This is an optimization exercise on Yosys and OpenROAD, whose aim is small area, a short achievable clock period and few clock cycles per item, not a production implementation. At most, simulation tests tie the RTL to the original design; equivalence was not proved. For runs 1 to 4, only the layout was checked, not whether the RTL still works. Power figures rest on the tool's default switching activity, not on a simulated workload.

==> design.v <==
module SHA1_hash (
    input              clk,
    input              nreset,
    input              start_hash,
    input      [31:0]  message_addr,
    input      [31:0]  message_size,
    output     [159:0] hash,
    output reg         done,
    input      [31:0]  port_A_data_out,
    output     [15:0]  port_A_addr
);
localparam [31:0] H0I = 32'h67452301, H1I = 32'hefcdab89, H2I = 32'h98badcfe,
                  H3I = 32'h10325476, H4I = 32'hc3d2e1f0;
localparam [31:0] K0 = 32'h5a827999, K1 = 32'h6ed9eba1, K2 = 32'h8f1bbcdc,
                  K3 = 32'hca62c1d6;
reg        run;         
reg        first;       
reg        lastblk;     
reg        past;        
reg [6:0]  t;           
reg [10:0] lb;          
reg [13:0] raddr;       
reg        c_inc;       
reg        c_ld;        
reg [3:0]  c_j;         
reg        c_part;      
reg        c_len;       
reg        c_hupd;      
reg        c_hxa;       
reg        c_ldc;       
reg        c_ldb;       
reg        c_lda;       
reg [1:0]  c_k;         
reg        c_ch, c_maj; 
reg        c_fin;       
assign port_A_addr = {raddr, 2'b00};
wire start  = !run && !done && start_hash;
wire finish = run && c_fin;
wire run_n  = start || (run && !c_fin);
wire [6:0] tn = !run ? 7'd76 : (t == 7'd81) ? 7'd0 : t + 7'd1;
wire       ldn = (tn >= 7'd79) || (tn <= 7'd12);
wire [6:0] jtn = (tn >= 7'd79) ? tn - 7'd79 : tn + 7'd3;
wire [14:0] gn = {lb, jtn[3:0]};
always @(posedge clk or negedge nreset) begin
    if (!nreset) begin
        run    <= 1'b0;
        done   <= 1'b0;
        raddr  <= 14'd0;
        c_hupd <= 1'b0;
    end else begin
        run    <= run_n;
        c_hupd <= run_n && (tn >= 7'd76) && (tn <= 7'd80);
        if (finish)
            done <= 1'b1;
        if (start)
            raddr <= message_addr[15:2];
        else if (run && c_inc)
            raddr <= raddr + 14'd1;
    end
end
always @(posedge clk) begin
    t      <= tn;
    c_inc  <= (tn >= 7'd78) || (tn <= 7'd11);
    c_ld   <= ldn;
    c_j    <= jtn[3:0];
    c_part <= ldn && (gn == message_size[16:2]);
    c_len  <= ldn && (jtn[3:0] == 4'd15) && past;
    c_hxa  <= (tn >= 7'd79);
    c_ldc  <= (tn == 7'd79) || (tn == 7'd80);
    c_ldb  <= (tn == 7'd80);
    c_lda  <= (tn >= 7'd80);
    c_k    <= (tn <= 7'd17 || tn >= 7'd80) ? 2'd0 :
              (tn <= 7'd37) ? 2'd1 : (tn <= 7'd57) ? 2'd2 : 2'd3;
    c_ch   <= (tn <= 7'd18) || (tn == 7'd81);
    c_maj  <= (tn >= 7'd39) && (tn <= 7'd58);
    c_fin  <= (tn == 7'd80) && lastblk;
    if (!run) begin
        first   <= 1'b1;
        lb      <= 11'd0;
        lastblk <= 1'b0;
        past    <= 1'b0;
    end else begin
        if (t == 7'd81)
            first <= 1'b0;
        if (t == 7'd77 && !first)
            lb <= lb + 11'd1;
        if (c_ld && c_part)
            past <= 1'b1;
        if (c_ld && c_len)
            lastblk <= 1'b1;
    end
end
wire [31:0] word_in = {port_A_data_out[7:0], port_A_data_out[15:8],
                       port_A_data_out[23:16], port_A_data_out[31:24]};
wire        w_full = !past && !c_part;
reg  [31:0] mword;
always @* begin
    if (w_full)
        mword = word_in;
    else if (c_part)
        case (message_size[1:0])
            2'd0: mword = 32'h80000000;
            2'd1: mword = {word_in[31:24], 24'h800000};
            2'd2: mword = {word_in[31:16], 16'h8000};
            default: mword = {word_in[31:8], 8'h80};
        endcase
    else if (c_len)
        mword = {message_size[28:0], 3'b000};
    else
        mword = 32'd0;
end
reg  [31:0] W [0:15];
wire [31:0] wx = W[13] ^ W[8] ^ W[2] ^ W[0];
integer i;
always @(posedge clk) begin
    for (i = 0; i < 15; i = i + 1)
        W[i] <= W[i+1];
    W[15] <= c_ld ? mword : {wx[30:0], wx[31]};
end
reg [31:0] A, B, C, Y, Z;
reg [31:0] Q0, Q1, Q2, Q3, Q4;
assign hash = {Q0, Q1, Q2, Q3, Q4};
wire [31:0] Br = {B[1:0], B[31:2]};    
reg [31:0] kz;
always @* begin
    case (c_k)
        2'd0: kz = K0;
        2'd1: kz = K1;
        2'd2: kz = K2;
        default: kz = K3;
    endcase
end
wire [31:0] fy = c_ch  ? ((A & Br) | (~A & C)) :
                 c_maj ? ((A & Br) | (A & C) | (Br & C)) :
                         (A ^ Br ^ C);
wire [31:0] hx = c_hxa ? A : {A[1:0], A[31:2]};
wire [31:0] hsum = Q4 + hx;
reg  [31:0] hinit;
always @* begin
    case (t[2:0])
        3'd4: hinit = H4I;    
        3'd5: hinit = H3I;
        3'd6: hinit = H2I;
        3'd7: hinit = H1I;
        default: hinit = H0I;  
    endcase
end
always @(posedge clk) begin
    Z <= C + kz + W[15];
    Y <= fy + Z;
    A <= c_lda ? Q0 : ({A[26:0], A[31:27]} + Y);
    B <= c_ldb ? {Q1[29:0], Q1[31:30]} : A;
    C <= c_ldc ? Q2 : Br;
    if (c_hupd) begin
        Q0 <= first ? hinit : hsum;
        Q1 <= Q0;
        Q2 <= Q1;
        Q3 <= Q2;
        Q4 <= Q3;
    end
end
endmodule
==> run.sh <==
#!/bin/bash
# synth_recipe.tcl (not shown) runs the flow's synth.tcl, then flattens the netlist and writes it again
# the make line also repeats each setting of config.mk as NAME=value (left out here)
make -C /OpenROAD-flow-scripts/flow DESIGN_CONFIG=/design/flow/config.mk WORK_HOME=/design/flow/orfs CLKGATE_MAP_FILE= SYNTH_SCRIPT=/design/flow/synth_recipe.tcl finish
==> config.mk <==
export PLATFORM = sky130hd
export DESIGN_NAME = SHA1_hash
export DESIGN_NICKNAME = SHA1_hash
export VERILOG_FILES = /design/flow/design.v
export SDC_FILE = /design/flow/constraint.sdc
export NUM_CORES = 4
export LEC_CHECK = 0
export CAP_MARGIN = 20
export CORE_MARGIN = 2
export CORE_UTILIZATION = 40
export SETUP_SLACK_MARGIN = 4
export SLEW_MARGIN = 20
==> constraint.sdc <==
create_clock -name core_clock -period 6.0 [get_ports {clk}]
set_input_delay 1.2000 -clock core_clock [delete_from_list [all_inputs] [get_ports {clk}]]
set_output_delay 1.2000 -clock core_clock [all_outputs]
set_load 0.01 [all_outputs]
==> notes.md, run 1 <==
Mean Syn Cell Area 11.9 um^2; CTS Sinks 883; Reg clk slew, reported paths 0.07 ns; Post-DP HPWL 67.2 mm; Final Hold Viols 0; top_reg_cell synth dfxtp_1; post-synth cell types 83; minimum clock period after layout 3.49 ns; Cells after Synth 2,776; fmax 0.286 GHz; Max Root-Sink Buffers 3; initial drt markers 1,482; Hold Startpoint W[4][26]; initial antenna violation count 7; Max Cap Viol 0; die width 291 um; fraction of layout cells with a size suffix above 1 36.4%; layout net count 3,785; crit path from c_k[1]; GRT Total Usage 23.2%; P_leak 18.8 nW; hold slack 0.316 ns; Layout area overhead 38.2%; pwr dens 567 nW/um^2; WL per Instance 22.0 um; grt ovf 0; Pins Over Slew Limit 0; Initial DRT Pass Iterations 6; Crit Path Max Fanout 3; GPL Wtd Cong 0.934; Num CTS Buffers 89; post-synthesis async set-or-reset flop share 1.93%; # rows 105; largest net degree at the start of global routing 161; CTS tree yes; Fin Setup TNS 0 ns; synthesized area 33,000 um^2; via density per instance 5.14; htree depth 3; via count 23,700; Die H 291 um; CTS hold repair buffers 0; Antenna Nets Post-Route 0; DRT Wirelength 102 mm; fin crit share 58.2%; Starting Density 40.3%; Layout Skew 0.0358 ns; # diodes 0; first-pass GRT wire length 149 mm; largest stage delay on the critical path 0.39 ns; HP Class reg -> reg; post-synthesis sequential area ratio 58.6%; YS warnings 2; Core ar. 82,000 um^2; endpoint type of the worst setup path register; CP Data Arrival Time 4.05 ns; crit-path cells inv_4 -> ha_4 -> nor2_2 -> or2_4 -> fa_2 -> inv_2 -> ha_4 -> inv_2 -> fa_2 -> nor2b_4 -> o2111ai_4 -> nand4b_1 -> nand2_2 -> o31ai_4 -> a21o_1 -> a2111oi_1 -> a311o_1; vias in the first global route 23,800; RSZ-0062 raised after global routing yes; Slew @ Worst Pin 1.08 ns; crit start category register; status finished clean; Seq cells post-synth 883; Max VDD drop 0.314 mV; critical path type reg -> reg; Root Driver clkbuf_16; Critical-path top delay cell fa_2; Setup violations, final 0; io pins 276; Skew-Pair Late Insertion Delay 0.67 ns; critical path required time 6.55 ns; DIE AREA 84,900 um^2; worst r2r src c_k[1]; Port Buffer Count 252; slew margin rel. 27.7%; number of flops mapped to enable cells by yosys 160; # DRC 0
==> final timing paths <==
check,endpoint,slack [ns],cells after the start
max,Z[19],2.51,17
min,W[3][26],0.32,0
max reg2reg,Z[19],2.51,17
min reg2reg,W[3][26],0.32,0
max in group asynchronous,c_hupd,4.41,1
min in group asynchronous,raddr[10],0.99,1
==> flip-flops by register name (all words and copies together) (netlist names), 2 cells and up <==
name,cells
c_k,2
t,7
Q0,32
Q1,32
Y,32
C,32
Q3,32
Q2,32
Q4,32
Z,32
lb,11
raddr,14
W,512
A,32
B,32
==> where the power goes <==
part           internal (W)  switching (W)  total (W)
combinational       0.00588        0.00629     0.0122
clock               0.00342        0.00244    0.00586
sequential          0.00701       0.000860    0.00787
==> cell families (layout without fill, tap and decap cells) <==
family	after synthesis	in the layout	synth area share (%)
compound gates	618	618	12.0
flops	883	883	58.6
xor+xnor	228	228	6.05
buf+inv	210	978	2.44
simple gates	509	510	7.60
mux	114	114	3.77
other cells	1	2	0.0114
fa+ha+maj	213	213	9.52
==> what timing repair did <==
item,4_1_cts,5_1_grt
gates cloned,3,0
buffers inserted,298,112
gates resized for setup,1040,241
endpoints found under the setup margin,358,317
pin swaps,180,160
==> cells in the mapped netlist (all sizes together), types with 34 or more instances <==
cell,number,area (um^2)
dfxtp,706,14100
a21oi,187,947
edfxtp,160,4800
ha,149,1860
nand2,142,533
o21ai,137,686
xnor2,137,1200
inv,136,510
nor2,115,432
xor2,91,797
mux2,82,923
fa,64,1280
a21o,63,473
clkbuf,54,205
a211oi,50,375
nor2b,45,282
nand3,43,220
nor3,34,170
==> layout make-up <==
class                      instances  area [um^2]
clock buffer                     115         2450
clock inverter                    49          706
fill                            6822        36300
inverter                         137          543
multi-input combinational       1685        15500
sequential                       883        19500
tap                             1070         1340
timing repair buffer             677         5560
==> layout by cell type (no fill, tap or decap), types with 14 or more instances in the layout <==
master,Yosys,final
a211oi_1,50,30
a211oi_2,0,14
a21o_1,63,62
a21oi_1,184,116
a21oi_2,3,50
a21oi_4,0,21
a22oi_1,28,23
and3_1,26,14
buf_2,4,146
buf_4,3,328
buf_6,0,107
clkbuf_16,0,89
clkdlybuf4s50_1,0,75
clkinv_2,0,17
dfrtp_1,17,15
dfxtp_1,706,649
dfxtp_2,0,29
dfxtp_4,0,28
edfxtp_1,160,160
fa_1,64,58
ha_1,149,96
ha_4,0,41
inv_1,134,116
mux2_2,82,69
mux2i_1,32,31
nand2_1,142,123
nand2_2,0,14
nand3_1,42,31
nand4_1,20,20
nor2_1,115,94
nor2b_1,45,35
nor3_1,34,24
o21ai_0,134,76
o21ai_1,3,34
o21ai_2,0,18
o21bai_1,19,15
xnor2_1,137,118
xnor2_2,0,18
xor2_1,91,86
==> worst max-delay path: cells and delay by family, from the launching register on <==
kind            cells  cell delay [ns]
compound gates      5             0.97
fa+ha+maj           4             1.03
buf+inv             3             0.19
flops               1             0.37
simple gates        5             0.81
==> through the flow <==
stage / cell area, um^2 / total power, W / util, % / std cells / setup WS, ns
3_3_place_gp: 37500 / 0.0162 / 45.8 / 4039 / 2.17
5_1_grt: 45600 / 0.0273 / 55.7 / 4616 / 2.39
2_1_floorplan: 33900 / 0.0140 / - / 2777 / 2.79
6_report: 45600 / 0.0259 / 55.7 / 4616 / 2.51
4_1_cts: 43800 / 0.0245 / 53.4 / 4504 / 2.46
3_5_place_dp: 37500 / 0.0164 / 45.8 / 4039 / 2.12
==> per-layer routing <==
layer | part of all wire [%] | GRT usage (%)
met1 | 45 | 31.7
met2 | 47 | 37.8
met3 | 4.7 | 3.44
met4 | 3.5 | 7.61
met5 | 0 | 0
==> run 2, diff against run 1 <==
--- a/config.mk
+++ b/config.mk
@@ -9,4 +9,4 @@
 export CORE_MARGIN = 2
 export CORE_UTILIZATION = 40
-export SETUP_SLACK_MARGIN = 4
+export SETUP_SLACK_MARGIN = 3
 export SLEW_MARGIN = 20
==> run 2 against run 1 <==
Against the previous run:
- still clean
- clock power decreased by 0.7%
- sequential cell count unchanged
- core utilization decreased by 3.7 points
- sequential share of layout area increased by 2.9 points
- synthesized area unchanged
- clock-buffer cell count unchanged
- synthesized cell count unchanged
- combinational power decreased by 19%
- wire length decreased by 13%
- setup slack got worse by 0.079 ns
- register-to-register slack got worse by 0.08 ns
- largest cell class unchanged
==> notes.md, run 2 <==
status finished clean; htree depth 3; Critical-path top delay cell fa_1; Most Crowded Layer GR met2; cell taking the most area after synthesis dfxtp_1; largest stage delay on the critical path 0.45 ns; Mean Syn Cell Area 11.9 um^2; Skew-Pair Late Insertion Delay 0.65 ns; # DRC 0; Max VDD drop 0.279 mV; Most flops, register W; number of flops mapped to enable cells by yosys 160; placed cells 4,038; Starting Density 40.3%; critical path type reg -> reg; initial antenna violation count 2; met1 Use GR 27.3%; via count 22,200; fmax 0.280 GHz; Max Root-Sink Buffers 3; io pins 276; Core ar. 82,000 um^2; met2 usage 33.2%; Pins Over Slew Limit 0; Crit Path Max Fanout 5; Post-DP HPWL 61.9 mm; largest net degree at the start of global routing 77; grt ovf 0; die width 291 um; GPL Wtd Cong 0.954; synthesized area 33,000 um^2; Initial DRT Pass Iterations 6; Synth top area share 42.8%; Setup violations, final 0; post-synthesis sequential area ratio 58.6%; HP Class reg -> reg; critical path required time 6.57 ns; YS warnings 2; Final Hold Viols 0; top-count cell post-synth dfxtp_1; via density per instance 5.10; fill count 7,045; CTS hold repair buffers 0; layout net count 3,508; pwr dens 554 nW/um^2; Fin Setup TNS 0 ns; Num CTS Buffers 90; endpoint type of the worst setup path register; initial drt markers 1,344; Slew @ Worst Pin 1.05 ns; met3 Usage GRT 3.15%; Reg clk slew, reported paths 0.06 ns; Layout area overhead 29.1%; CTS tree yes; first-pass GRT wire length 134 mm; Cells after Synth 2,776; Port Buffer Count 252; fraction of layout cells with a size suffix above 1 20.4%; GRT Total Usage 20.4%; crit start category register; Max Cap Viol 0; Die H 291 um; Antenna Nets Post-Route 0; top_reg_cell synth dfxtp_1; ranking of synthesized cells by area dfxtp_1, edfxtp_1, ha_1; DIE AREA 84,900 um^2; CP top delay family compound AO/OA/AOI/OAI gates; minimum clock period after layout 3.57 ns; multi-input logic area 14,300 um^2; RSZ-0062 raised after global routing yes; Root Driver clkbuf_16; WL per Instance 20.4 um; P_leak 17.0 nW; fin crit share 59.5%; Reg2Reg Setup Slack 2.43 ns; DRT Wirelength 88.6 mm; # rows 105; worst path buffer plus inverter count 1; CP Data Arrival Time 4.15 ns; post-synthesis async set-or-reset flop share 1.93%; Synth top cells by count dfxtp_1, a21oi_1, edfxtp_1; post-synth cell types 83; Register Area 19,500 um^2; crit-path most repeated cell a21oi_2; vias in the first global route 22,800; max reg flops 512; slew margin rel. 30.2%; most frequent cells in the layout dfxtp_1, clkdlybuf4s50_1, edfxtp_1; crit-path cells fa_1 -> nor2b_4 -> a211oi_2 -> a21oi_2 -> ha_1 -> and2_4 -> a221o_1 -> a211o_1 -> a21oi_4 -> buf_6 -> nor3_2 -> or3b_4 -> a21oi_2 -> xnor2_1; most common cell after layout, fill and taps aside dfxtp_1; Layout Skew 0.0253 ns; Seq cells post-synth 883; CTS Sinks 883; Cell Count, Final, Fillers Out 4,343
-- run 2: changes by cell type in the layout (fill, tap and decap cells not counted), sizes merged, moves of 2 or more --
cell and delta:
inv +2, clkinv +2, clkdlybuf4s50 +177, buf -452
-- run 2: power breakdown --
group	switching (W)	internal [W]
clock	0.00243	0.00340
sequential	0.000880	0.00700
combinational	0.00523	0.00469
total	0.00854	0.0151
-- run 2: final timing paths --
path / end / startpoint / depth (start not counted)
setup / recovery: Y[29] / A[13] / 14
hold / removal: W[6][7] / W[7][7] / 0
setup reg to reg: Y[29] / A[13] / 14
hold reg to reg: W[6][7] / W[7][7] / 0
max in group asynchronous: c_hupd / nreset / 1
min in group asynchronous: raddr[11] / nreset / 1
-- run 2: kinds of logic (layout without fill, tap and decap cells) --
family | Yosys count | in the layout | share of synthesized area [%]
fa+ha+maj | 213 | 213 | 9.52
buf+inv | 210 | 705 | 2.44
mux | 114 | 114 | 3.77
other cells | 1 | 3 | 0.0114
simple gates | 509 | 509 | 7.60
xor+xnor | 228 | 228 | 6.05
flops | 883 | 883 | 58.6
compound gates | 618 | 618 | 12.0
-- run 2: what timing repair did --
item | 4_1_cts | 5_1_grt
pin swaps | 126 | 110
buffers inserted | 101 | 34
cloned | 1 | 0
endpoints found under the setup margin | 89 | 75
hold endpoints to repair | 0 | 0
gates resized for setup | 239 | 124
-- run 2: stage by stage --
| stage | hold slack, ns | total power (W) | utilization, % | setup slack [ns] | area, um^2 |
|---|---|---|---|---|---|
| 6_report | 0.312 | 0.0236 | 52.0 | 2.43 | 42600 |
| 3_5_place_dp | 0.312 | 0.0158 | 45.0 | 2.01 | 36900 |
| 2_1_floorplan | 0.310 | 0.0137 | - | 2.77 | 33200 |
| 4_1_cts | 0.307 | 0.0229 | 51.1 | 2.53 | 41900 |
| 3_3_place_gp | 0.310 | 0.0156 | 45.0 | 2.02 | 36900 |
| 5_1_grt | 0.316 | 0.0251 | 52.0 | 2.33 | 42600 |
-- run 2: per-layer routing --
metal	part of all wire [%]	routed length (um)
met1	46	40400
met2	46	40700
met3	4.9	4370
met4	3.5	3130
met5	0	0
-- run 2: final cells by class --
cell class	instances	area share [%]
antenna	1	0.00587
clock buffer	115	5.78
clock inverter	53	1.61
inverter	137	1.25
multi-input combinational	1684	33.6
sequential	883	45.7
tap	1070	3.14
timing repair buffer	400	8.97
==> run 3, diff against run 2 <==
--- a/design.v
+++ b/design.v
@@ -70,6 +70,6 @@
     c_ldb  <= (tn == 7'd80);
     c_lda  <= (tn >= 7'd80);
-    c_k    <= (tn <= 7'd17 || tn >= 7'd80) ? 2'd0 :
-              (tn <= 7'd37) ? 2'd1 : (tn <= 7'd57) ? 2'd2 : 2'd3;
+    c_k    <= (tn <= 7'd16 || tn >= 7'd79) ? 2'd0 :
+              (tn <= 7'd36) ? 2'd1 : (tn <= 7'd56) ? 2'd2 : 2'd3;
     c_ch   <= (tn <= 7'd18) || (tn == 7'd81);
     c_maj  <= (tn >= 7'd39) && (tn <= 7'd58);
@@ -106,5 +106,5 @@
         endcase
     else if (c_len)
-        mword = {message_size[28:0], 3'b000};
+        mword = {12'd0, message_size[16:0], 3'b000};
     else
         mword = 32'd0;
@@ -118,5 +118,5 @@
     W[15] <= c_ld ? mword : {wx[30:0], wx[31]};
 end
-reg [31:0] A, B, C, Y, Z;
+reg [31:0] A, B, C, CK, Y, Z;
 reg [31:0] Q0, Q1, Q2, Q3, Q4;
 assign hash = {Q0, Q1, Q2, Q3, Q4};
@@ -147,5 +147,6 @@
 end
 always @(posedge clk) begin
-    Z <= C + kz + W[15];
+    Z <= CK + W[15];
+    CK <= (c_ldc ? Q2 : Br) + kz;
     Y <= fy + Z;
     A <= c_lda ? Q0 : ({A[26:0], A[31:27]} + Y);
--- a/config.mk
+++ b/config.mk
@@ -9,4 +9,4 @@
 export CORE_MARGIN = 2
 export CORE_UTILIZATION = 40
-export SETUP_SLACK_MARGIN = 3
+export SETUP_SLACK_MARGIN = 2
 export SLEW_MARGIN = 20
==> run 3 against run 2 <==
Against the previous run:
- first-iteration DRC count rose by 24%
- core utilization down 3.3 points
- clock skew grew 0.011 ns
- clock power grew 5.0%
- critical endpoint is now CK[28]
==> notes.md, run 3 <==
status finished clean; met2 usage 31.0%; P_leak 16.4 nW; Most Crowded Layer GR met2; GPL Wtd Cong 0.948; WL per Instance 18.8 um; final instance area 41,300 um^2; endpoint type of the worst setup path register; top-count cell post-synth dfxtp_1; Register Area 20,000 um^2; fmax 0.258 GHz; crit start category register; io pins 276; die width 296 um; DRT Wirelength 84.1 mm; Mean Syn Cell Area 11.5 um^2; post-synthesis sequential area ratio 58.5%; most frequent cells in the layout dfxtp_1, clkdlybuf4s50_1, nand2_1; via count 22,400; worst r2r src c_k[0]; Synth top area share 43.2%; fin crit share 64.6%; fill count 7,766; clock share of power 49.1%; GRT Total Usage 19.0%; RSZ-0062 raised after global routing yes; Root Driver clkbuf_16; critical path required time 6.54 ns; met3 Usage GRT 2.73%; Flop pwr share 50.2%; cell taking the most area after synthesis dfxtp_1; top_reg_cell synth dfxtp_1; Post-DP HPWL 62.8 mm; CTS tree yes; post-synthesis async set-or-reset flop share 1.86%; Starting Density 40.3%; Antenna Nets Post-Route 0; Net Sw Power 0.00246 W; Num CTS Buffers 91; Initial DRT Pass Iterations 7; Layout area overhead 20.9%; CTS hold repair buffers 0; HP Class reg -> reg; DIE AREA 87,800 um^2; Layout Skew 0.0364 ns; vias in the first global route 21,400; Seq cells post-synth 915; # rows 107; crit path from c_k[0]; initial drt markers 1,664; htree depth 3; Int Pwr 0.00996 W; switching portion of total power 19.8%; first-pass GRT wire length 126 mm; critical path type reg -> reg; Comb pwr share 0.7%; pwr dens 300 nW/um^2; max reg flops 512; multi-input logic area 13,600 um^2; initial antenna violation count 0; minimum clock period after layout 3.88 ns; Slew @ Worst Pin 1.09 ns; layout net count 3,581; fraction of layout cells with a size suffix above 1 8.41%; Port Buffer Count 240; CTS Sinks 915; Most flops, register W; Cells after Synth 2,966; Final Hold Viols 0; largest net degree at the start of global routing 68; Skew-Pair Late Insertion Delay 0.66 ns; Pins Over Slew Limit 0; Reg clk slew, reported paths 0.07 ns; met1 Use GR 26.0%; Fin Setup TNS 0 ns; post-synth cell types 88; Hold Startpoint W[9][17]; most common cell after layout, fill and taps aside dfxtp_1; Setup violations, final 0; # DRC 0; Core ar. 84,900 um^2; Max Cap Viol 0; synthesized area 34,200 um^2; CP Data Arrival Time 4.41 ns; Die H 296 um; Crit Path Max Fanout 4; cell area after placement 37,800 um^2; via density per instance 5.02; slew margin rel. 27.2%; grt ovf 0; Max Root-Sink Buffers 3; Max VDD drop 0.216 mV; Synth top cells by count dfxtp_1, nand2_1, a21oi_1, o21ai_0, ha_1; number of flops mapped to enable cells by yosys 160; YS warnings 2; ranking of synthesized cells by area dfxtp_1, edfxtp_1, ha_1
## run 3: cell count changes after synthesis, sizes merged, moves of 29 or more
| cell | change |
|---|---|
| o21ai | +92 |
| inv | -29 |
| ha | +49 |
| mux2 | -49 |
| dfxtp | +32 |
| xnor2 | +48 |
| nand2 | +75 |
## run 3: power by group through the flow
stage / Combinational (W) / Clock [W] / Sequential [W]
after CTS: 0.0000869 / 0.00626 / 0.00623
final: 0.0000858 / 0.00611 / 0.00623
after global routing: 0.0000919 / 0.00650 / 0.00623
after global placement: 0.0000869 / 0 / 0.00637
after detailed placement: 0.0000864 / 0 / 0.00637
after floorplan: 0.0000162 / 0 / 0.00637
## run 3: cell families (layout without fill, tap and decap cells)
| family | Yosys count | in the layout | synth area share, % |
|---|---|---|---|
| muxes | 45 | 45 | 1.45 |
| other | 1 | 3 | 0.0110 |
| DFF | 915 | 915 | 58.5 |
| and+or+nand+nor | 567 | 567 | 7.90 |
| xor gates and xnor gates | 263 | 263 | 6.74 |
| buffers and inverters | 184 | 534 | 2.06 |
| adders and majority gates | 236 | 236 | 9.47 |
| AOI/OAI and AO/OA | 755 | 755 | 13.9 |
## run 3: critical path, stage by stage, from the launching register on
cell and delay [ns]:
dfxtp_1 0.40, inv_1 0.10, ha_1 0.34, inv_4 0.17, nand2_1 0.18, ha_1 0.40
nor2b_1 0.16, o31a_1 0.27, o211ai_1 0.38, a31oi_2 0.25, a2111oi_4 0.39, nor2_1 0.11
o2111ai_1 0.26, nand4_1 0.17, xor2_1 0.17
## run 3: final cells by class
cell class	count	area share (%)
diodes	1	0.00605
repair buffers	262	6.23
inverters	108	0.996
clock buffers	116	5.98
multi-input cells	1868	33.0
clock inverters	48	1.90
well taps	1144	3.46
flip-flops and latches	915	48.5
## run 3: per-layer routing
layer / wire length, um / vias up
met1: 38600 / 10700
met2: 39500 / 541
met4: 2210 / 0
met5: 0 / -
met3: 3780 / 118
li1: - / 11000
## run 3: final timing paths
check                            to  slack (ns)  cells after the start
setup reg to reg             CK[28]        2.12                     14
hold / removal             W[8][17]        0.30                      0
max in group asynchronous    c_hupd        4.24                      1
min in group asynchronous  raddr[1]        1.07                      1
hold reg to reg            W[8][17]        0.30                      0
setup / recovery             CK[28]        2.12                     14
## run 3: timing repair
action                                  CTS  global route
buffers inserted                          2             7
gates resized for setup                   9            38
pin swaps                                 3            16
gates cloned                              0             0
endpoints found under the setup margin    9            26
## run 3: per-stage QoR
stage | cells | power (W) | util, % | worst slack [ns] | hold slack, ns
after floorplan | 2967 | 0.00639 | - | 2.28 | 0.310
after global placement | 4288 | 0.00646 | 44.6 | 1.72 | 0.310
after detailed placement | 4288 | 0.00646 | 44.6 | 1.70 | 0.312
after CTS | 4454 | 0.0126 | 48.5 | 2.01 | 0.300
after global routing | 4461 | 0.0128 | 48.7 | 1.94 | 0.301
final | 4462 | 0.0124 | 48.7 | 2.12 | 0.299
==> run 4, diff against run 3 <==
==> flow/run.sh (new file) <==
#!/bin/bash
# Own flow: the standard layout, but synthesis maps adders without Yosys's
# full-adder extraction and with a delay-driven ABC script (flow/abc_speed.script).
set -euo pipefail
W=$PWD
rm -rf "$W/scripts_own"
cp -r "$FLOW_HOME/scripts" "$W/scripts_own"
cp "$W/flow/abc_speed.script" "$W/scripts_own/abc_speed.script"
bash standard.sh SCRIPTS_DIR="$W/scripts_own" ADDER_MAP_FILE= synth > "$W/synth.log" 2>&1
bash standard.sh > "$W/layout.log" 2>&1
==> flow/abc_speed.script (new file) <==
strash
dch
map -D 1800
buffer -c
upsize -c -D 1800
dnsize -c -D 1800
==> standard.sh (new file) <==
#!/bin/bash
# synth_recipe.tcl (not shown) runs the flow's synth.tcl, then flattens the netlist and writes it again
# the make line also repeats each setting of config.mk as NAME=value (left out here)
make -C /OpenROAD-flow-scripts/flow DESIGN_CONFIG=/design/flow/config.mk WORK_HOME=/design/flow/orfs CLKGATE_MAP_FILE= SYNTH_SCRIPT=/design/flow/synth_recipe.tcl "${@:-finish}"
--- a/config.mk
+++ b/config.mk
@@ -9,4 +9,4 @@
 export CORE_MARGIN = 2
 export CORE_UTILIZATION = 40
-export SETUP_SLACK_MARGIN = 2
+export SETUP_SLACK_MARGIN = 3.5
 export SLEW_MARGIN = 20
removed: run.sh
==> run 4 against run 3 <==
Against the previous run:
- critical path depth is 3 higher
- via count is 31% higher
- core utilization is 8.7 points higher
- sequential cell count stayed put
- die area is 0.63% higher
- highest routed layer unchanged
==> notes.md, run 4 <==
CTS hold repair buffers 0; Port Buffer Count 240; CTS tree yes; YS warnings 2; Final Hold Viols 0; Most Crowded Layer GR met2; Critical-path top delay cell dfxtp_4; Final Power 0.0335 W; RSZ-0062 raised after global routing yes; Post-DP HPWL 70.7 mm; crit start category register; pre-CTS WS 2.06 ns; Slew @ Worst Pin 1.07 ns; Layout Skew 0.0677 ns; cell area after placement 38,200 um^2; minimum clock period after layout 2.96 ns; Layout area overhead 42.1%; # DRC 0; first-pass GRT wire length 158 mm; Antenna Nets Post-Route 0; top-count cell post-synth dfxtp_1; DIE AREA 88,400 um^2; final instance area 48,900 um^2; Synth top area share 42.9%; Seq cells post-synth 915; # rows 107; top_reg_cell synth dfxtp_1; CP Data Arrival Time 3.36 ns; Reg clk slew, reported paths 0.06 ns; Core ar. 85,100 um^2; Skew-Pair Late Insertion Delay 0.70 ns; cell taking the most area after synthesis dfxtp_1; fraction of layout cells with a size suffix above 1 33.7%; endpoint type of the worst setup path register; Starting Density 40.4%; worst r2r src c_hxa; reg-to-reg endpoint Q0[29]; grt ovf 0; slew margin rel. 28.2%; io pins 276; htree depth 3; largest stage delay on the critical path 0.37 ns; Cells after Synth 3,851; die width 297 um; hold depth 0; Num CTS Buffers 92; fmax 0.337 GHz; synthesized area 34,400 um^2; crit-path cells buf_12 -> buf_12 -> nand2_1 -> o21ai_2 -> nor2_2 -> nor2_4 -> a21oi_2 -> o21ai_1 -> a21oi_2 -> o21ai_4 -> a21oi_4 -> o21ai_2 -> nand3_2 -> nand2_2 -> a31oi_2 -> xor2_1 -> o21ai_1; Most flops, register W; GRT Total Usage 23.1%; vias in the first global route 27,600; setup ws final 3.04 ns; Max VDD drop 0.356 mV; end of the worst hold path W[2][11]; Root Driver clkbuf_16; max reg flops 512; Mean Syn Cell Area 8.93 um^2; Hold Startpoint W[3][11]; Die H 297 um; WL per Instance 18.9 um; Initial DRT Pass Iterations 7; DRT Wirelength 110 mm; Reg2Reg Setup Slack 3.04 ns; fin crit share 49.4%; number of flops mapped to enable cells by yosys 160; HP Class reg -> reg; Max Cap Viol 0; most common cell after layout, fill and taps aside dfxtp_1; ranking of synthesized cells by area dfxtp_1, edfxtp_1, nor2_1; post-synthesis sequential area ratio 58.1%; met1 Use GR 30.5%; Crit Path Max Fanout 12; P_leak 20.9 nW; initial drt markers 1,985; post-synthesis async set-or-reset flop share 1.86%; met2 usage 37.2%; GPL Wtd Cong 0.942; layout net count 4,735; Max Root-Sink Buffers 3; CTS Sinks 915; via density per instance 5.00; status finished clean; pwr dens 686 nW/um^2; post-synth cell types 74; Pins Over Slew Limit 0; met3 Usage GRT 3.29%; largest net degree at the start of global routing 67; Setup violations, final 0; critical path type reg -> reg; initial antenna violation count 4; critical path required time 6.39 ns; Fin Setup TNS 0 ns; via count 29,300; reg2reg path depth 17; Synth top cells by count dfxtp_1, nor2_1, inv_1; most frequent cells in the layout dfxtp_1, nor2_1, inv_1
-- run 4: cell count changes in the layout (fill, tap and decap cells not counted), sizes merged, moves of 72 or more --
cell	previous run	this run
a21oi	212	284
buf	22	660
clkdlybuf4s50	240	65
ha	198	0
inv	111	487
nand2	217	457
nor2	124	682
o21ai	229	334
xnor2	185	109
-- run 4: cells by family after synthesis --
kind of cell | share of synthesized area [%]
buffers and inverters | 6.13
DFF | 58.1
AOI/OAI and AO/OA | 13.7
and+or+nand+nor | 15.6
other | 0.0109
xor gates and xnor gates | 6.42
-- run 4: metal layers --
metal | routed length [um] | share of wire (%)
met1 | 47000 | 43
met5 | 0 | 0
met4 | 6010 | 5.4
met3 | 6790 | 6.2
met2 | 50500 | 46
-- run 4: area by class of cell --
| type | count | area (um^2) |
|---|---|---|
| Sequential cell | 915 | 20100 |
| Timing Repair Buffer | 746 | 6220 |
| Timing Repair inverter | 1 | 8.76 |
| Multi-Input combinational cell | 2390 | 16100 |
| Inverter | 490 | 1940 |
| Fill cell | 7296 | 36300 |
| Clock inverter | 45 | 522 |
| Tap cell | 1144 | 1430 |
| Clock buffer | 120 | 2540 |
| Antenna cell | 1 | 2.50 |
-- run 4: through the flow --
stage / instances / hold slack [ns] / utilization [%]
floorplan: 3852 / 0.310 / -
global placement: 5196 / 0.310 / 44.8
detailed placement: 5196 / 0.312 / 44.8
CTS: 5731 / 0.279 / 54.6
global route: 5851 / 0.291 / 57.4
finish: 5852 / 0.281 / 57.4
-- run 4: critical path, delay by kind of cell (launching register included) --
kind / cells / cell delay, ns
buf+inv: 2 / 0.30
flops: 1 / 0.37
xor+xnor: 1 / 0.15
simple gates: 5 / 0.60
compound gates: 9 / 1.22
-- run 4: how the worst max path moves through the flow --
stage	slack, ns	startpoint	cells past startpoint	end
finish	3.04	c_hxa	17	Q0[29]
global route	2.90	c_hxa	17	Q0[29]
detailed placement	2.06	c_ldc	14	CK[31]
global placement	2.05	c_ldc	14	CK[31]
CTS	3.00	c_hxa	16	Q0[29]
floorplan	3.47	c_ldc	18	CK[30]
-- run 4: repair_timing --
item                       in CTS  in global routing
pin swaps                     194                268
gates cloned                    7                  2
setup endpoints to repair     331                159
gates resized for setup      1476                450
buffers inserted              363                118
-- run 4: report_power, final --
part	switching [W]	leakage, nW	internal (W)	total, W
combinational	0.0100	11.6	0.00735	0.0174
sequential	0.00143	7.83	0.00900	0.0104
clock	0.00250	1.48	0.00321	0.00571
total	0.0140	20.9	0.0196	0.0335
==> run 5, diff against run 4 <==
--- a/design.v
+++ b/design.v
@@ -19,9 +19,8 @@
 reg        past;        
 reg [6:0]  t;           
-reg [10:0] lb;          
+reg [14:0] rq;          
 reg [13:0] raddr;       
 reg        c_inc;       
 reg        c_ld;        
-reg [3:0]  c_j;         
 reg        c_part;      
 reg        c_len;       
@@ -38,8 +37,7 @@
 wire finish = run && c_fin;
 wire run_n  = start || (run && !c_fin);
+wire       first_n = !run || (first && t != 7'd81);
 wire [6:0] tn = !run ? 7'd76 : (t == 7'd81) ? 7'd0 : t + 7'd1;
 wire       ldn = (tn >= 7'd79) || (tn <= 7'd12);
-wire [6:0] jtn = (tn >= 7'd79) ? tn - 7'd79 : tn + 7'd3;
-wire [14:0] gn = {lb, jtn[3:0]};
 always @(posedge clk or negedge nreset) begin
     if (!nreset) begin
@@ -63,7 +61,6 @@
     c_inc  <= (tn >= 7'd78) || (tn <= 7'd11);
     c_ld   <= ldn;
-    c_j    <= jtn[3:0];
-    c_part <= ldn && (gn == message_size[16:2]);
-    c_len  <= ldn && (jtn[3:0] == 4'd15) && past;
+    c_part <= ldn && (c_ld ? (rq == 15'd1) : (rq == 15'd0));
+    c_len  <= (tn == 7'd12) && past;
     c_hxa  <= (tn >= 7'd79);
     c_ldc  <= (tn == 7'd79) || (tn == 7'd80);
@@ -75,14 +72,12 @@
     c_maj  <= (tn >= 7'd39) && (tn <= 7'd58);
     c_fin  <= (tn == 7'd80) && lastblk;
+    first <= first_n;
     if (!run) begin
-        first   <= 1'b1;
-        lb      <= 11'd0;
+        rq      <= message_size[16:2];
         lastblk <= 1'b0;
         past    <= 1'b0;
     end else begin
-        if (t == 7'd81)
-            first <= 1'b0;
-        if (t == 7'd77 && !first)
-            lb <= lb + 11'd1;
+        if (c_ld)
+            rq <= rq - 15'd1;
         if (c_ld && c_part)
             past <= 1'b1;
--- a/config.mk
+++ b/config.mk
@@ -9,4 +9,4 @@
 export CORE_MARGIN = 2
 export CORE_UTILIZATION = 40
-export SETUP_SLACK_MARGIN = 3.5
+export SETUP_SLACK_MARGIN = 3.0
 export SLEW_MARGIN = 20
==> run 5 against run 4 <==
Against the previous run:
- sequential cell count is 4 higher
- worst hold slack better by 0.023 ns
- largest cell class unchanged
- still clean
- synthesized cell count is 0.55% higher
- register-to-register slack better by 0.03 ns
==> notes.md, run 5 <==
status finished clean; YS warnings 2; CP top delay family buffers and inverters; Seq cells post-synth 919; # rows 108; CP Data Arrival Time 1.76 ns; ranking of synthesized cells by area dfxtp_1, edfxtp_1, nor2_1; Root Driver clkbuf_16; initial antenna violation count 2; Synth top area share 41.9%; placed cells 5,224; htree depth 3; layout net count 4,338; Skew-Pair Late Insertion Delay 0.69 ns; Cell Count, Final, Fillers Out 5,471; io pins 276; Pins Over Slew Limit 0; Slew @ Worst Pin 1.11 ns; Most flops, register W; cell taking the most area after synthesis dfxtp_1; clock share of power 22.5%; slew margin rel. 25.8%; critical path required time 4.80 ns; Post-DP HPWL 70.1 mm; Port Buffer Count 240; most frequent cells in the layout dfxtp_1, nor2_1, nand2_1; post-synth cell types 76; Initial DRT Pass Iterations 5; Starting Density 40.2%; Max VDD drop 0.261 mV; synthesized area 34,700 um^2; largest net degree at the start of global routing 68; via density per instance 4.84; fraction of layout cells with a size suffix above 1 12.5%; crit-path cells clkdlybuf4s50_1; Setup violations, final 0; Layout area overhead 24.9%; Layout Skew 0.0579 ns; max reg flops 512; largest stage delay on the critical path 0.60 ns; Max Root-Sink Buffers 3; DRT Wirelength 95.9 mm; first-pass GRT wire length 143 mm; GRT Total Usage 20.7%; Comb pwr share 40.6%; endpoint type of the worst setup path primary output; minimum clock period after layout 2.96 ns; CTS Sinks 919; switching portion of total power 39.9%; # DRC 0; HP Class reg -> reg; Reg2Reg Setup Slack 3.07 ns; die width 299 um; DIE AREA 89,200 um^2; GPL Wtd Cong 0.920; RSZ-0062 raised after global routing yes; Net Sw Power 0.0105 W; Core ar. 86,300 um^2; top_reg_cell synth dfxtp_1; worst path buffer plus inverter count 1; most common cell after layout, fill and taps aside dfxtp_1; grt ovf 0; Cells after Synth 3,872; critical path type reg -> out; Flop pwr share 36.8%; vias in the first global route 25,500; Crit Path Max Fanout 3; pwr dens 607 nW/um^2; top-count cell post-synth dfxtp_1; Fin Setup TNS 0 ns; via count 26,500; crit start category register; Antenna Nets Post-Route 0; fin crit share 49.4%; Die H 299 um; Num CTS Buffers 92; post-synthesis async set-or-reset flop share 1.85%; fmax 0.337 GHz; Critical-path top delay cell clkdlybuf4s50_1; P_leak 18.2 nW; number of flops mapped to enable cells by yosys 175; Max Cap Viol 0; Final Hold Viols 0; Synth top cells by count dfxtp_1, nor2_1, nand2_1; Reg clk slew, reported paths 0.06 ns; initial drt markers 1,912; post-synthesis sequential area ratio 58.3%; Mean Syn Cell Area 8.96 um^2; CTS tree yes; Int Pwr 0.0158 W; WL per Instance 17.5 um
-- run 5: cell types whose count changed in the layout (fill, tap and decap cells not counted), moves of 90 or more --
cell,delta
nor2_1,+133
buf_4,-314
buf_6,-90
clkdlybuf4s50_1,+173
buf_2,-142
nor2_4,-93
nand2_1,+139
-- run 5: repair_timing --
item	CTS	global route
hold buffers	0	0
resized for setup	91	242
gates cloned	1	2
pin swaps	15	52
setup endpoints to repair	74	63
setup buffers	22	51
-- run 5: worst paths after layout --
kind / depth (start not counted) / endpoint / startpoint
hold reg to reg: 0 / W[5][0] / W[6][0]
max in group asynchronous: 1 / c_hupd / nreset
min in group asynchronous: 1 / done / nreset
hold / removal: 0 / W[5][0] / W[6][0]
setup reg to reg: 14 / Q0[31] / c_hxa
setup / recovery: 1 / hash[88] / Q2[24]
-- run 5: cell type report --
class	instances	area, um^2
diodes	1	2.50
clock buffers	121	2600
clock inverters	49	592
fillers	7961	43000
inverters	475	1840
multi-input cells	2417	13300
flip-flops and latches	919	20300
well taps	1155	1450
repair buffers	334	3300
-- run 5: stage by stage --
| stage | total power [W] | hold WS (ns) | setup slack [ns] | utilization, % | area, um^2 |
|---|---|---|---|---|---|
| after floorplan | 0.0164 | 0.310 | 3.49 | - | 34700 |
| after global placement | 0.0190 | 0.310 | 2.43 | 44.5 | 38400 |
| after CTS | 0.0254 | 0.300 | 2.91 | 48.8 | 42100 |
| after detailed placement | 0.0190 | 0.312 | 2.41 | 44.5 | 38400 |
| after global routing | 0.0281 | 0.317 | 2.96 | 50.2 | 43400 |
| final | 0.0263 | 0.304 | 3.04 | 50.2 | 43400 |
-- run 5: per-layer routing --
layer	wire (um)	part of all wire [%]	GRT usage, %
met1	43800	46	27.6
met2	43700	46	33.6
met3	4700	4.9	3.51
met4	3690	3.8	8.10
met5	0	0	0
-- run 5: power by group through the flow --
stage          Sequential, W  Combinational [W]  Clock (W)
6_report             0.00969             0.0107    0.00592
5_1_grt              0.00991             0.0119    0.00630
4_1_cts              0.00969            0.00971    0.00605
3_5_place_dp         0.00975            0.00929          0
3_3_place_gp         0.00973            0.00926          0
2_1_floorplan        0.00922            0.00721          0
-- run 5: cells by family (layout without fill, tap and decap cells) --
family,Yosys count,in the layout,share of synthesized area [%]
buf+inv,537,979,5.98
xor+xnor,254,254,6.45
simple gates,1368,1368,15.9
flops,919,919,58.3
compound gates,793,793,13.4
other cells,1,3,0.0108
Testbench counts of run 5, summed over its fixed seeds: cycles 214,546, bytes 152,657.
==> run 6, diff against run 5 <==
--- a/config.mk
+++ b/config.mk
@@ -9,4 +9,4 @@
 export CORE_MARGIN = 2
 export CORE_UTILIZATION = 40
-export SETUP_SLACK_MARGIN = 3.0
+export SETUP_SLACK_MARGIN = 3.3
 export SLEW_MARGIN = 20
==> run 6 against run 5 <==
Against the previous run:
- still clean
- worst hold slack gained 0.00055 ns
- synthesized cell count is the same
- final cell count grew 3.7%
- sequential power grew 0.7%
- cell area grew 8.0%
- sequential share of layout area shrank 3.4 points
- global-route usage grew 1.2 points
- maximum frequency grew 3.1%
- combinational power grew 31%
- via count grew 5.4%
- sequential cell count is the same
- setup slack gained 0.089 ns
- highest routed layer unchanged
==> notes.md, run 6 <==
Initial DRT Pass Iterations 5; number of flops mapped to enable cells by yosys 175; io pins 276; Num CTS Buffers 92; fin crit share 47.9%; first-pass GRT wire length 151 mm; post-synthesis async set-or-reset flop share 1.85%; slew margin rel. 32.2%; status finished clean; crit start category register; synthesized area 34,700 um^2; post-synthesis sequential area ratio 58.3%; Cells after Synth 3,872; Crit Path Max Fanout 28; Most flops, register W; Fin Setup TNS 0 ns; # DRC 0; P_leak 19.9 nW; CTS Sinks 919; GPL Wtd Cong 0.920; Slew @ Worst Pin 1.02 ns; Max Cap Viol 0; pwr dens 633 nW/um^2; Synth top cells by count dfxtp_1, nor2_1, nand2_1; HP Class reg -> reg; CP Data Arrival Time 3.25 ns; Synth top area share 41.9%; Skew-Pair Late Insertion Delay 0.69 ns; Core ar. 86,300 um^2; Layout Skew 0.0536 ns; WL per Instance 18.2 um; largest net degree at the start of global routing 68; Layout area overhead 34.9%; via count 27,900; Seq cells post-synth 919; fill count 7,594; initial drt markers 1,965; Die H 299 um; cell taking the most area after synthesis dfxtp_1; layout net count 4,542; Reg clk slew, reported paths 0.06 ns; post-synth cell types 76; Pins Over Slew Limit 0; top_reg_cell synth dfxtp_1; via density per instance 4.92; Max Root-Sink Buffers 3; vias in the first global route 26,600; RSZ-0062 raised after global routing yes; DRT Wirelength 103 mm; top-count cell post-synth dfxtp_1; Core Util, Final 54.2%; critical path required time 6.37 ns; Post-DP HPWL 70.1 mm; YS warnings 2; Starting Density 40.2%; Root Driver clkbuf_16; minimum clock period after layout 2.88 ns; htree depth 3; Antenna Nets Post-Route 0; # rows 108; grt ovf 0; fmax 0.348 GHz; fraction of layout cells with a size suffix above 1 23.3%; CTS hold repair buffers 0; Final Hold Viols 0; GRT Total Usage 22.0%; most frequent cells in the layout dfxtp_1, nor2_1, inv_1; Mean Syn Cell Area 8.96 um^2; most common cell after layout, fill and taps aside dfxtp_1; CTS tree yes; Port Buffer Count 240; max reg flops 512; Max VDD drop 0.305 mV; Final Power 0.0296 W; endpoint type of the worst setup path register; initial antenna violation count 3; critical path type reg -> reg; DIE AREA 89,200 um^2; die width 299 um; ranking of synthesized cells by area dfxtp_1, edfxtp_1, nor2_1; Setup violations, final 0
## run 6: changes by cell type in the layout (fill, tap and decap cells not counted), sizes merged, moves of 3 or more
cell           before  now
buf                90  295
clkbuf            124  121
clkdlybuf4s15       0    6
clkdlybuf4s50     238   65
clkinvlp           11   14
dlygate4sd2         0  169
inv               475  472
## run 6: layout make-up
| cell class | instances | area, um^2 | area share, % |
|---|---|---|---|
| repair inverters | 1 | 5.00 | 0.0107 |
| diodes | 1 | 2.50 | 0.00534 |
| flip-flops and latches | 919 | 20300 | 43.5 |
| multi-input cells | 2417 | 15100 | 32.3 |
| clock buffers | 121 | 2600 | 5.56 |
| clock inverters | 49 | 592 | 1.26 |
| inverters | 475 | 1860 | 3.98 |
| repair buffers | 537 | 4820 | 10.3 |
| well taps | 1155 | 1450 | 3.09 |
## run 6: routing by layer
layer / part of all wire, % / routed length (um) / vias up / global-route usage [%]
li1: - / - / 13800 / -
met1: 44 / 45800 / 13100 / 29.0
met2: 46 / 46900 / 830 / 35.8
met3: 5.5 / 5640 / 222 / 3.50
met4: 4.6 / 4750 / 0 / 9.16
met5: 0 / 0 / - / 0
## run 6: worst max-delay path, stage by stage (launching register included)
cell,delay [ns]
dfxtp_4,0.42
buf_12,0.20
nand2_1,0.07
o21ai_1,0.17
nor2_1,0.07
inv_1,0.13
nand2_2,0.11
nor3_4,0.23
nand3_1,0.12
o21a_4,0.25
o21ai_2,0.20
a21o_1,0.22
buf_4,0.13
a21oi_2,0.05
nor2_1,0.09
o21ai_1,0.08
## run 6: path summary, 6_finish.rpt
check	from	endpoint	slack, ns	cells after the start
max	c_hxa	Q0[27]	3.12	15
min	W[5][30]	W[4][30]	0.30	0
max reg2reg	c_hxa	Q0[27]	3.12	15
min reg2reg	W[5][30]	W[4][30]	0.30	0
max in group asynchronous	nreset	c_hupd	4.46	1
min in group asynchronous	nreset	done	0.97	1
## run 6: logic make-up after synthesis
logic type / synth area share, %
flops: 58.3
compound gates: 13.4
simple gates: 15.9
other cells: 0.0108
xor+xnor: 6.45
buf+inv: 5.98
## run 6: power by group
group	switching, W	internal (W)
combinational	0.00837	0.00558
clock	0.00253	0.00341
sequential	0.00124	0.00852
## run 6: through the flow
stage | hold slack [ns] | instances | worst slack (ns) | instance area (um^2)
6_report | 0.305 | 5675 | 3.12 | 46800
5_1_grt | 0.317 | 5675 | 3.02 | 46800
4_1_cts | 0.300 | 5569 | 3.13 | 44300
3_5_place_dp | 0.312 | 5224 | 2.41 | 38400
3_3_place_gp | 0.310 | 5224 | 2.43 | 38400
2_1_floorplan | 0.310 | 3873 | 3.49 | 34700
## run 6: timing repair
item,CTS,global route
cloned,5,1
pin swaps,94,211
setup endpoints to repair,280,92
resized for setup,590,465
endpoints found under the hold margin,0,0
setup buffers,170,104
==> run 7, diff against run 6 <==
--- a/config.mk
+++ b/config.mk
@@ -9,4 +9,6 @@
 export CORE_MARGIN = 2
 export CORE_UTILIZATION = 40
-export SETUP_SLACK_MARGIN = 3.3
+export CTS_CLUSTER_DIAMETER = 60
+export CTS_CLUSTER_SIZE = 24
+export SETUP_SLACK_MARGIN = 3.0
 export SLEW_MARGIN = 20
==> run 7 against run 6 <==
Against the previous run:
- still clean on timing, DRC and antenna
- clock-buffer cell count decreased by 41
- synthesized cell count unchanged
- die area is the same
- critical endpoint is now hash[89]
- largest power group unchanged
- highest routed layer unchanged
==> notes.md, run 7 <==
status finished clean; critical path type reg -> out; Seq cells post-synth 919; Hold Startpoint W[1][24]; fin crit share 48.8%; post-synth cell types 76; via count 26,000; ranking of synthesized cells by area dfxtp_1, edfxtp_1, nor2_1; Most flops, register W; largest net degree at the start of global routing 68; layout net count 4,297; grt ovf 0; CTS hold repair buffers 0; post-synthesis async set-or-reset flop share 1.85%; Mean Syn Cell Area 8.96 um^2; top-count cell post-synth dfxtp_1; DIE AREA 89,200 um^2; Post-DP HPWL 70.1 mm; YS warnings 2; vias in the first global route 25,100; Cells after Synth 3,872; CP top delay family buffers and inverters; Reg clk slew, reported paths 0.08 ns; htree depth 3; largest stage delay on the critical path 0.61 ns; crit-path cells clkdlybuf4s50_1; pwr dens 589 nW/um^2; Pins Over Slew Limit 0; GPL Wtd Cong 0.920; Core ar. 86,300 um^2; Fin Setup TNS 0 ns; minimum clock period after layout 2.93 ns; initial antenna violation count 1; most common cell after layout, fill and taps aside dfxtp_1; cell area after placement 38,400 um^2; Antenna Nets Post-Route 0; Most Crowded Layer GR met2; Max VDD drop 0.238 mV; worst r2r src A[27]; Skew-Pair Late Insertion Delay 0.62 ns; Port Buffer Count 240; Final Hold Viols 0; worst path buffer plus inverter count 1; P_leak 17.6 nW; first-pass GRT wire length 141 mm; CTS Sinks 919; cell taking the most area after synthesis dfxtp_1; met1 Use GR 27.3%; Synth top area share 41.9%; HP Class reg -> reg; slew margin rel. 27.6%; Core Util, Final 48.7%; Synth top cells by count dfxtp_1, nor2_1, nand2_1; Layout area overhead 21.1%; Max Cap Viol 0; final instance area 42,000 um^2; Setup violations, final 0; Final Power 0.0248 W; top_reg_cell synth dfxtp_1; Root Driver clkbuf_16; via density per instance 4.82; RSZ-0062 raised after global routing yes; crit path from Q2[25]; die width 299 um; max reg flops 512; initial drt markers 1,848; DRT Wirelength 93.8 mm; Num CTS Buffers 69; CTS tree yes; # rows 108; io pins 276; fraction of layout cells with a size suffix above 1 10.3%; crit start category register; Starting Density 40.2%; synthesized area 34,700 um^2; met2 usage 33.0%; Layout Skew 0.0256 ns; Max Root-Sink Buffers 3; met3 Usage GRT 3.33%; GRT Total Usage 20.4%; hold slack 0.323 ns; Crit Path Max Fanout 3; Initial DRT Pass Iterations 5; endpoint type of the worst setup path primary output; WL per Instance 17.4 um; Slew @ Worst Pin 1.09 ns; Die H 299 um; most frequent cells in the layout dfxtp_1, nor2_1, nand2_1; Critical-path top delay cell clkdlybuf4s50_1; fmax 0.341 GHz; number of flops mapped to enable cells by yosys 175; post-synthesis sequential area ratio 58.3%; critical path required time 4.80 ns; CP Data Arrival Time 1.73 ns; # DRC 0
run 7: where the power goes:
| part | switching (W) | internal [W] |
|---|---|---|
| Clock | 0.00235 | 0.00234 |
| Sequential | 0.00118 | 0.00849 |
| Combinational | 0.00662 | 0.00380 |
| Total | 0.0102 | 0.0146 |
run 7: routing by layer:
layer,vias to the layer above,routed length (um)
met4,0,3540
li1,13200,-
met1,12000,42900
met2,588,42700
met5,-,0
met3,156,4630
run 7: cells by family after synthesis:
logic type,Yosys count,synth area share [%]
other,1,0.0108
AND/OR/NAND/NOR,1368,15.9
AO/OA/AOI/OAI,793,13.4
buffers and inverters,537,5.98
flip-flops,919,58.3
XOR/XNOR,254,6.45
run 7: area by class of cell:
type	instances	area [um^2]
tap	1155	1450
antenna	1	2.50
timing repair buffer	316	3100
clock inverter	38	438
multi-input combinational	2417	13100
clock buffer	80	1820
inverter	475	1830
sequential	919	20300
fill	8102	44300
run 7: path summary, 6_finish.rpt:
path	depth (start not counted)	slack, ns	endpoint
max reg2reg	16	3.08	Y[30]
min in group asynchronous	1	1.04	raddr[7]
max in group asynchronous	1	4.36	c_hupd
max	1	3.07	hash[89]
min	0	0.32	W[0][24]
min reg2reg	0	0.32	W[0][24]
run 7: repair_timing:
action / in CTS / in global routing
setup endpoints to repair: 68 / 57
resized for setup: 71 / 190
gates cloned: 1 / 1
buffers inserted: 17 / 39
pin swaps: 8 / 38
run 7: per-stage QoR:
stage          setup WS (ns)  std cells
3_3_place_gp            2.43       5224
4_1_cts                 2.94       5360
6_report                3.07       5401
2_1_floorplan           3.49       3873
3_5_place_dp            2.41       5224
5_1_grt                 2.91       5401
==> run 8, diff against run 7 <==
==> flow/run.sh (replaced) <==
#!/bin/bash
# Own flow: the standard layout (standard.sh) with three changes:
# - synthesis maps adders without Yosys's full-adder extraction
#   (ADDER_MAP_FILE empty) and with a delay-driven ABC script
#   (flow/abc_speed.script, copied over ORFS's);
# - ports are buffered with a plain buffer instead of a delay buffer.
# Each step's output goes to a log file of its own here.
set -euo pipefail
W=$PWD
rm -rf "$W/scripts_own"
cp -r "$FLOW_HOME/scripts" "$W/scripts_own"
cp "$W/flow/abc_speed.script" "$W/scripts_own/abc_speed.script"
bash standard.sh SCRIPTS_DIR="$W/scripts_own" ADDER_MAP_FILE= synth > "$W/synth.log" 2>&1
bash standard.sh "BUFFER_PORTS_ARGS=-buffer_cell sky130_fd_sc_hd__buf_2" > "$W/layout.log" 2>&1
--- a/config.mk
+++ b/config.mk
@@ -9,6 +9,4 @@
 export CORE_MARGIN = 2
 export CORE_UTILIZATION = 40
-export CTS_CLUSTER_DIAMETER = 60
-export CTS_CLUSTER_SIZE = 24
 export SETUP_SLACK_MARGIN = 3.0
 export SLEW_MARGIN = 20
==> run 8 against run 7 <==
Against the previous run:
- still clean
- cell area rose by 0.11%
- final cell count is 1.1% higher
- clock power grew 34%
- sequential share of layout area down 0.057 points
- maximum frequency fell by 1.0%
- core utilization grew 0.055 points
- largest cell class unchanged
==> notes.md, run 8 <==
CTS tree yes; endpoint type of the worst setup path register; Cells after Synth 3,872; switching portion of total power 39.6%; top_reg_cell synth dfxtp_1; most common cell after layout, fill and taps aside dfxtp_1; status finished clean; crit path capture Q0[31]; initial drt markers 1,781; vias in the first global route 25,300; final instance area 42,100 um^2; reg2reg path depth 14; GRT Total Usage 20.5%; via count 26,600; CTS Sinks 919; pwr dens 628 nW/um^2; Num CTS Buffers 93; largest net degree at the start of global routing 145; initial antenna violation count 2; Cell Count, Final, Fillers Out 5,458; Root Driver clkbuf_16; cell area after placement 37,200 um^2; Antenna Nets Post-Route 0; Mean Syn Cell Area 8.96 um^2; pre-CTS WS 2.49 ns; Flop pwr share 36.6%; Most flops, register W; crit path from c_hxa; minimum clock period after layout 2.96 ns; Net Sw Power 0.0105 W; post-synth cell types 76; post-synthesis async set-or-reset flop share 1.85%; RSZ-0062 raised after global routing yes; Initial DRT Pass Iterations 5; number of flops mapped to enable cells by yosys 175; clock share of power 23.8%; post-synthesis sequential area ratio 58.3%; CP top delay family compound AO/OA/AOI/OAI gates; Synth top area share 41.9%; top-count cell post-synth dfxtp_1; critical path required time 6.35 ns; Setup violations, final 0; fin crit share 49.3%; worst r2r src c_hxa; Max Root-Sink Buffers 3; slew margin rel. 26.4%; synthesized area 34,700 um^2; Starting Density 40.2%; htree depth 3; Final Hold Viols 0; # rows 108; fmax 0.338 GHz; reg-to-reg endpoint Q0[31]; stages on the worst setup path 14; Seq cells post-synth 919; cell taking the most area after synthesis dfxtp_1; CP Data Arrival Time 3.31 ns; io pins 276; Die H 299 um; via density per instance 4.87; placed cells 5,222; setup ws final 3.04 ns; grt ovf 0; Port Buffer Count 240; fraction of layout cells with a size suffix above 1 17.4%; Comb pwr share 39.6%; Reg2Reg Setup Slack 3.04 ns; Post-DP HPWL 69.6 mm; DIE AREA 89,200 um^2; fill count 8,177; Skew-Pair Late Insertion Delay 0.69 ns; Max VDD drop 0.280 mV; Layout area overhead 21.3%; WL per Instance 17.4 um; DRT Wirelength 95.1 mm; GPL Wtd Cong 0.930; crit start category register; critical path type reg -> reg; max reg flops 512; die width 299 um; HP Class reg -> reg; largest stage delay on the critical path 0.40 ns; Fin Setup TNS 0 ns; Pins Over Slew Limit 0; Synth top cells by count dfxtp_1, nor2_1, nand2_1; Max Cap Viol 0; crit-path cells buf_12 -> buf_16 -> o211a_1 -> or3_1 -> o21ai_2 -> inv_1 -> a21oi_2 -> o21a_2 -> o21ai_2 -> a21o_1 -> a41oi_2 -> nand2_1 -> nand2_1 -> o21ai_1; P_leak 18.2 nW; first-pass GRT wire length 141 mm; Int Pwr 0.0160 W; # DRC 0; Critical-path top delay cell dfxtp_4; worst path buffer plus inverter count 3; Core ar. 86,300 um^2; layout net count 4,320; YS warnings 2; ranking of synthesized cells by area dfxtp_1, edfxtp_1, nor2_1; Crit Path Max Fanout 33; most frequent cells in the layout dfxtp_1, nor2_1, nand2_1; Reg clk slew, reported paths 0.06 ns; Layout Skew 0.0529 ns; Slew @ Worst Pin 1.09 ns
==> run 8: cell counts after synthesis <==
No cell type changed its count.
==> run 8: metal layers <==
metal / share of wire, % / GRT usage [%] / vias up
li1: - / - / 13300
met2: 46 / 33.9 / 667
met3: 4.6 / 3.05 / 162
met4: 3.4 / 7.50 / 0
met1: 46 / 27.3 / 12400
met5: 0 / 0 / -
==> run 8: what timing repair did <==
item | CTS | global route
hold endpoints to repair | 0 | 0
pin swaps | 14 | 38
buffers inserted | 28 | 27
gates resized for setup | 88 | 195
setup endpoints to repair | 68 | 57
gates cloned | 2 | 2
hold buffers | 0 | 0
==> run 8: final cells by class <==
type	instances	area, um^2	area share (%)
antenna	1	2.50	0.00595
clock buffer	121	2580	6.12
clock inverter	55	838	1.99
inverter	475	1820	4.33
multi-input combinational	2417	13200	31.3
sequential	919	20300	48.2
tap	1155	1450	3.43
timing repair buffer	315	1950	4.62
==> run 8: how the worst min path moves through the flow <==
stage	start	end	cells past startpoint
after detailed placement	W[11][22]	W[10][22]	0
final	W[14][0]	W[13][0]	0
after global routing	W[4][0]	W[3][0]	0
after floorplan	W[1][0]	W[0][0]	0
after global placement	W[14][10]	W[13][10]	0
after CTS	W[14][0]	W[13][0]	0
==> run 8: power by group through the flow <==
stage | clock, W | sequential, W | combinational (W)
final | 0.00628 | 0.00968 | 0.0105
after global routing | 0.00666 | 0.00991 | 0.0116
after CTS | 0.00640 | 0.00968 | 0.00968
after detailed placement | 0 | 0.00975 | 0.00928
after global placement | 0 | 0.00973 | 0.00926
after floorplan | 0 | 0.00922 | 0.00721
==> run 8: logic make-up after synthesis <==
group,count (synthesis),share of synthesized area (%)
simple gates,1368,15.9
compound gates,793,13.4
flops,919,58.3
other cells,1,0.0108
buf+inv,537,5.98
xor+xnor,254,6.45
==> run 8: per-stage QoR <==
stage / utilization, % / hold slack (ns) / power (W)
5_1_grt: 48.7 / 0.309 / 0.0282
4_1_cts: 47.7 / 0.299 / 0.0258
3_3_place_gp: 43.1 / 0.310 / 0.0190
2_1_floorplan: - / 0.310 / 0.0164
3_5_place_dp: 43.1 / 0.312 / 0.0190
6_report: 48.7 / 0.297 / 0.0264
==> run 9, diff against run 8 <==
--- a/config.mk
+++ b/config.mk
@@ -9,4 +9,6 @@
 export CORE_MARGIN = 2
 export CORE_UTILIZATION = 40
+export CTS_CLUSTER_DIAMETER = 60
+export CTS_CLUSTER_SIZE = 24
 export SETUP_SLACK_MARGIN = 3.0
 export SLEW_MARGIN = 20
==> run 9 against run 8 <==
Against the previous run:
- cell area fell by 1.9%
- final cell count shrank 0.88%
- clock-buffer cell count is 39 lower
- synthesized area unchanged
- largest cell class unchanged
==> notes.md, run 9 <==
first-pass GRT wire length 139 mm; DRT Wirelength 93.6 mm; Mean Syn Cell Area 8.96 um^2; Initial DRT Pass Iterations 6; critical path type reg -> reg; Pins Over Slew Limit 0; crit start category register; cell taking the most area after synthesis dfxtp_1; Max VDD drop 0.236 mV; minimum clock period after layout 2.97 ns; CP Data Arrival Time 3.32 ns; CTS Sinks 919; initial antenna violation count 2; Antenna Nets Post-Route 0; Post-DP HPWL 69.6 mm; Root Driver clkbuf_16; Core ar. 86,300 um^2; Skew-Pair Late Insertion Delay 0.65 ns; slew margin rel. 28.5%; YS warnings 2; CTS hold repair buffers 0; Synth top area share 41.9%; critical path required time 6.36 ns; largest net degree at the start of global routing 145; fmax 0.337 GHz; grt ovf 0; Register Area 20,300 um^2; Final Hold Viols 0; vias in the first global route 24,900; DIE AREA 89,200 um^2; htree depth 3; Layout area overhead 18.9%; Setup violations, final 0; HP Class reg -> reg; P_leak 17.8 nW; ranking of synthesized cells by area dfxtp_1, edfxtp_1, nor2_1; via density per instance 4.84; Max Cap Viol 0; layout net count 4,297; initial drt markers 1,727; most common cell after layout, fill and taps aside dfxtp_1; fin crit share 49.4%; fill count 8,254; Reg clk slew, reported paths 0.09 ns; max reg flops 512; die width 299 um; status finished clean; io pins 276; pwr dens 610 nW/um^2; # rows 108; synthesized area 34,700 um^2; GRT Total Usage 20.2%; CTS tree yes; GPL Wtd Cong 0.930; # DRC 0; WL per Instance 17.3 um; Layout Skew 0.0393 ns; top_reg_cell synth dfxtp_1; Num CTS Buffers 73; Slew @ Worst Pin 1.07 ns; multi-input logic area 13,200 um^2; Crit Path Max Fanout 7; fraction of layout cells with a size suffix above 1 16.7%; Fin Setup TNS 0 ns; post-synth cell types 76; top-count cell post-synth dfxtp_1; Seq cells post-synth 919; Most flops, register W; number of flops mapped to enable cells by yosys 175; Cells after Synth 3,872; Starting Density 40.2%; Die H 299 um; Max Root-Sink Buffers 3; via count 26,200; endpoint type of the worst setup path register; RSZ-0062 raised after global routing yes; post-synthesis async set-or-reset flop share 1.85%; most frequent cells in the layout dfxtp_1, nor2_1, nand2_1; Synth top cells by count dfxtp_1, nor2_1, nand2_1; Port Buffer Count 240; post-synthesis sequential area ratio 58.3%; hold slack 0.311 ns
## run 9: cell counts after synthesis
No cell type changed its count.
## run 9: logic make-up (layout without fill, tap and decap cells)
| kind of cell | after synthesis | after routing | share of synthesized area [%] |
|---|---|---|---|
| simple gates | 1368 | 1368 | 15.9 |
| compound gates | 793 | 793 | 13.4 |
| buf+inv | 537 | 917 | 5.98 |
| other cells | 1 | 4 | 0.0108 |
| xor+xnor | 254 | 254 | 6.45 |
| flops | 919 | 919 | 58.3 |
## run 9: worst max-delay path, cell delays in order (launching register included)
cell and delay (ns):
dfxtp_4 0.40, buf_12 0.16, nand2_4 0.07, o21ai_4 0.06
and2_4 0.17, buf_4 0.13, or3_1 0.37, o21ai_2 0.10
inv_1 0.11, a21oi_2 0.17, o21a_1 0.25, o21ai_2 0.11
a21o_1 0.23, a41oi_2 0.18, nand2_1 0.07, nand2_1 0.06
o21ai_1 0.05
## run 9: routing by layer
metal / global-route usage [%] / part of all wire [%] / up-vias
li1: - / - / 13300
met1: 27.1 / 46 / 12200
met2: 33.4 / 46 / 605
met3: 2.75 / 4.6 / 135
met4: 6.84 / 3.4 / 0
met5: 0 / 0 / -
## run 9: metrics by stage
step	cell area (um^2)	instances	setup slack, ns	utilization, %	power (W)
after detailed placement	37200	5222	2.49	43.1	0.0190
final	41300	5410	3.03	47.8	0.0252
after floorplan	34700	3873	3.49	-	0.0164
after CTS	40300	5368	2.95	46.6	0.0245
after global placement	37200	5222	2.50	43.1	0.0190
after global routing	41300	5409	2.94	47.8	0.0269
## run 9: path summary, 6_finish.rpt
| path | from | endpoint | slack, ns | cells after the start |
|---|---|---|---|---|
| max in group asynchronous | nreset | c_hupd | 5.18 | 1 |
| worst min register to register | W[14][18] | W[13][18] | 0.31 | 0 |
| min in group asynchronous | nreset | raddr[0] | 0.48 | 1 |
| worst min-delay path | W[14][18] | W[13][18] | 0.31 | 0 |
| worst max-delay path | c_hxa | Q0[31] | 3.03 | 16 |
| worst max register to register | c_hxa | Q0[31] | 3.03 | 16 |
## run 9: timing repair
action,in CTS,in global routing
pin swaps,8,46
gates resized for setup,81,209
setup endpoints to repair,70,57
setup buffers,14,38
cloned,2,2
## run 9: power by group
group	leakage (nW)	switching [W]	internal (W)	total (W)
clock	1.25	0.00259	0.00258	0.00517
sequential	7.97	0.00119	0.00849	0.00968
combinational	8.59	0.00660	0.00371	0.0103
## run 9: area by class of cell
class | count | area share, %
tap | 1155 | 3.50
multi-input combinational | 2417 | 31.9
timing repair buffer | 312 | 4.69
antenna | 2 | 0.0121
sequential | 919 | 49.2
clock buffer | 82 | 4.71
clock inverter | 48 | 1.58
inverter | 475 | 4.43

## separate check: timing with driven ports
The results above use ideal ports. As a check the final layouts listed here were re-extracted and re-timed, cells and wires unchanged.
Step 1 assumes that a clkbuf_16 drives the clock port and a buf_2 every other input.
Step 2, shift: input delay + t, output delay - t, t = (earliest + latest rising clock arrival at the registers) / 2. This alone moves slack from input paths to output paths.
Slacks: ideal / step 1 / step 2; pairs: ideal / step 1.
run	t (ns)	setup slack, ns	worst setup path at the end	worst register clock-pin slew, ns
run 1	0.728	2.507 / 2.507 / 2.507	register to register	0.07 / 0.07
run 2	0.710	2.428 / 2.428 / 2.428	register to register	0.07 / 0.07
run 3	0.702	2.123 / 2.123 / 2.123	register to register	0.07 / 0.07
run 4	0.736	3.035 / 3.035 / 2.790	input to register	0.07 / 0.07
run 5	0.729	3.035 / 2.966 / 2.580	input to register	0.07 / 0.07
run 6	0.732	3.125 / 3.125 / 2.708	input to register	0.07 / 0.07
run 7	0.671	3.069 / 3.004 / 2.607	input to register	0.09 / 0.09
run 8	0.737	3.039 / 3.039 / 2.922	input to register	0.07 / 0.07
run 9	0.696	3.033 / 3.033 / 2.938	input to register	0.09 / 0.09
After both steps setup and hold are still met in every run listed. The setup slack of run 7, which loses most, moves by -0.065 ns with the drivers and by -0.462 ns with both steps.
